This design comes from an exercise in tuning for small area and a short achievable clock period on the open sky130 flow, not from production work.
Where RTL was checked, it was by simulation tests only, not by an equivalence proof against the original.

== build 53 ==
## GCC
module GCC(READY_, Xc, Yc, Xi, Yi, Wi, RESET_, CLK);
input CLK, RESET_;
input [7:0] Xi, Yi;
input [3:0] Wi;
output READY_;
output [7:0] Xc, Yc;
reg READY_, delay;
reg [7:0] Xc, Yc;
reg [7:0] x0, x1, x2, x3, x4, x5;
reg [7:0] y0, y1, y2, y3, y4, y5;
reg [3:0] w0, w1, w2, w3, w4, w5;
reg [2:0] num;
reg full;
reg [6:0] S;
reg [14:0] NX, NY;
reg [8:0] S3;        
wire [8:0] S3n;
wire [7:0] cx, cy;       
wire [5:0] e;            
wire [6:0] Sn;           
wire [14:0] NXn, NYn;    
wire [5:0] fe;
assign fe[0] = num == 3'd0;
assign fe[1] = num == 3'd1;
assign fe[2] = num == 3'd2;
assign fe[3] = num == 3'd3;
assign fe[4] = num == 3'd4;
assign fe[5] = num == 3'd5;
wire n0 = S[0] | S[1];
wire n1 = n0 | S[2];
wire n2 = n1 | S[3];
wire n3 = n2 | S[4];
wire n4 = n3 | S[5];
wire n5 = n4 | S[6];
wire n6 = NX[6] & ~S[0];
wire n7 = NX[7] & ~S[1];
wire n8 = NX[8] & ~S[2];
wire n9 = NX[9] & ~S[3];
wire n10 = NX[10] & ~S[4];
wire n11 = NX[11] & ~S[5];
wire n12 = NX[12] & ~S[6];
wire n13 = NX[6] ^ ~S[0];
wire n14 = NX[7] ^ ~S[1];
wire n15 = NX[8] ^ ~S[2];
wire n16 = NX[9] ^ ~S[3];
wire n17 = NX[10] ^ ~S[4];
wire n18 = NX[11] ^ ~S[5];
wire n19 = NX[12] ^ ~S[6];
wire n20 = n6 | n13;
wire n21 = n14 & n20;
wire n22 = n7 | n21;
wire n23 = n14 & n13;
wire n24 = n16 & n8;
wire n25 = n9 | n24;
wire n26 = n16 & n15;
wire n27 = n18 & n10;
wire n28 = n11 | n27;
wire n29 = n18 & n17;
wire n30 = ~NX[13] & n12;
wire n31 = NX[13] | n30;
wire n32 = ~NX[13] & n19;
wire n33 = n15 & n22;
wire n34 = n8 | n33;
wire n35 = n15 & n23;
wire n36 = n26 & n22;
wire n37 = n25 | n36;
wire n38 = n26 & n23;
wire n39 = n19 & n28;
wire n40 = n12 | n39;
wire n41 = n19 & n29;
wire n42 = n32 & n28;
wire n43 = n31 | n42;
wire n44 = n32 & n29;
wire n45 = n17 & n37;
wire n46 = n10 | n45;
wire n47 = n17 & n38;
wire n48 = n29 & n37;
wire n49 = n28 | n48;
wire n50 = n29 & n38;
wire n51 = n41 & n37;
wire n52 = n40 | n51;
wire n53 = n41 & n38;
wire n54 = n44 & n37;
wire n55 = n43 | n54;
wire n56 = n44 & n38;
wire n57 = ~NX[14] & n55;
wire n58 = NX[14] | n57;
wire n59 = ~NX[14] & n56;
wire n60 = n14 ^ n20;
wire n61 = n15 ^ n22;
wire n62 = n16 ^ n34;
wire n63 = n17 ^ n37;
wire n64 = n18 ^ n46;
  ...
For scale: ~4,500 cells after synthesis, ~39 I/O pins.
clock: 52.0 ns
lec_check: 0
abc_area: 1
cap_margin: 60
core_margin: 2
core_utilization: 40
place_density: 0.6
slew_margin: 50
synth_hierarchical: 1
standard.sh (not shown) runs the stock make flow with config.mk's settings and CLKGATE_MAP_FILE= SYNTH_SCRIPT=/design/flow/synth_recipe.tcl, a recipe that flattens the netlist after the stock synthesis.
==> flow/flow/run.sh <==
#!/bin/bash
cd "$(dirname "$0")/.."
cp standard.sh standard_sh.copy.log
cp config.mk config_mk.copy.log
export SETUP_SLACK_MARGIN=33
bash standard.sh > standard.log 2>&1
rc=$?
exit $rc
> inputs changed (build 53 -> trial 5)
--- a/flow/design.v
+++ b/flow/design.v
@@ -4660,36 +4660,36 @@
 assign NYn[9] = n5092;
 assign NYn[10] = n5093;
 assign NYn[11] = n5094;
 assign NYn[12] = n5095;
 assign NYn[13] = n5096;
 assign NYn[14] = n5097;
 always @(posedge CLK, negedge RESET_) begin
     if (!RESET_) begin
-        x0 <= 8'd0; x1 <= 8'd0; x2 <= 8'd0; x3 <= 8'd0; x4 <= 8'd0; x5 <= 8'd0;
-        y0 <= 8'd0; y1 <= 8'd0; y2 <= 8'd0; y3 <= 8'd0; y4 <= 8'd0; y5 <= 8'd0;
         w0 <= 4'd0; w1 <= 4'd0; w2 <= 4'd0; w3 <= 4'd0; w4 <= 4'd0; w5 <= 4'd0;
         S <= 7'd0; NX <= 15'd0; NY <= 15'd0; S3 <= 9'd0;
     end else begin
-        if (e[0]) begin x0 <= Xi; y0 <= Yi; end
-        if (e[1]) begin x1 <= Xi; y1 <= Yi; end
-        if (e[2]) begin x2 <= Xi; y2 <= Yi; end
-        if (e[3]) begin x3 <= Xi; y3 <= Yi; end
-        if (e[4]) begin x4 <= Xi; y4 <= Yi; end
-        if (e[5]) begin x5 <= Xi; y5 <= Yi; end
         if (e[0]) w0 <= Wi;
         if (e[1]) w1 <= Wi;
         if (e[2]) w2 <= Wi;
         if (e[3]) w3 <= Wi;
         if (e[4]) w4 <= Wi;
         if (e[5]) w5 <= Wi;
         S <= Sn; NX <= NXn; NY <= NYn; S3 <= S3n;
     end
 end
+always @(posedge CLK) begin
+        if (e[0]) begin x0 <= Xi; y0 <= Yi; end
+        if (e[1]) begin x1 <= Xi; y1 <= Yi; end
+        if (e[2]) begin x2 <= Xi; y2 <= Yi; end
+        if (e[3]) begin x3 <= Xi; y3 <= Yi; end
+        if (e[4]) begin x4 <= Xi; y4 <= Yi; end
+        if (e[5]) begin x5 <= Xi; y5 <= Yi; end
+end
 always @(posedge CLK, negedge RESET_) begin
     if (!RESET_) begin
         READY_ <= 1'b1;
         delay <= 1'b1;
         Xc <= 8'd0;
         Yc <= 8'd0;
         num <= 3'd0;
         full <= 1'b0;
## What came out
- Diff build 53 -> trial 5: number of buffers between clock root and the deepest sink has remained practically unchanged; clock slew seen by the registers of the worst setup and hold paths about even; sequential share of layout area picked up an extra 1.1 points.
- Taking trial 5 over build 53, the distinct cell type count after synthesis ratio works out to 0.939.
- NOTE maximum fanout along the worst path build 53->trial 5 increased by more than half
- On final area, build 53 tracks trial 5 almost exactly.
- Cmp trial 5 vs build 53: die area lower in trial 5
- Trial 5 — via count of the first global-routing pass 1,013 lower, build 53 as reference
For trial 5, only the layout was checked, not whether the RTL still works.

[separate check: timing with driven ports]
How much do the figures lean on ideal ports? The routed layouts below were timed once more, with nothing changed but the port constraints.
Step 1, drivers: a clkbuf_16 drives CLK and a buf_2 each remaining input, both assumed.
Step 2 moves the port delays by t, midway between the first and last clock arrival at a register: inputs arrive t later, outputs are due t later. That takes back most of the time a late clock gives input paths.
Slacks: ideal ports / drivers / drivers and shift; pairs: ideal ports / drivers.
| run | t, ns | setup WS [ns] | hold slack, ns | worst setup path after step 2 |
|---|---|---|---|---|
| build 53 | 0.516 | 33.938 / 33.938 / 33.765 | 0.359 / 0.359 / 0.359 | input to register |
| trial 5 | 0.522 | 33.865 / 33.865 / 33.834 | 0.360 / 0.360 / 0.360 | input to register |
After both steps every run listed still meets setup and hold. The setup slack of build 53, which loses most, moves by 0.000 ns with the drivers and by -0.173 ns with both steps.
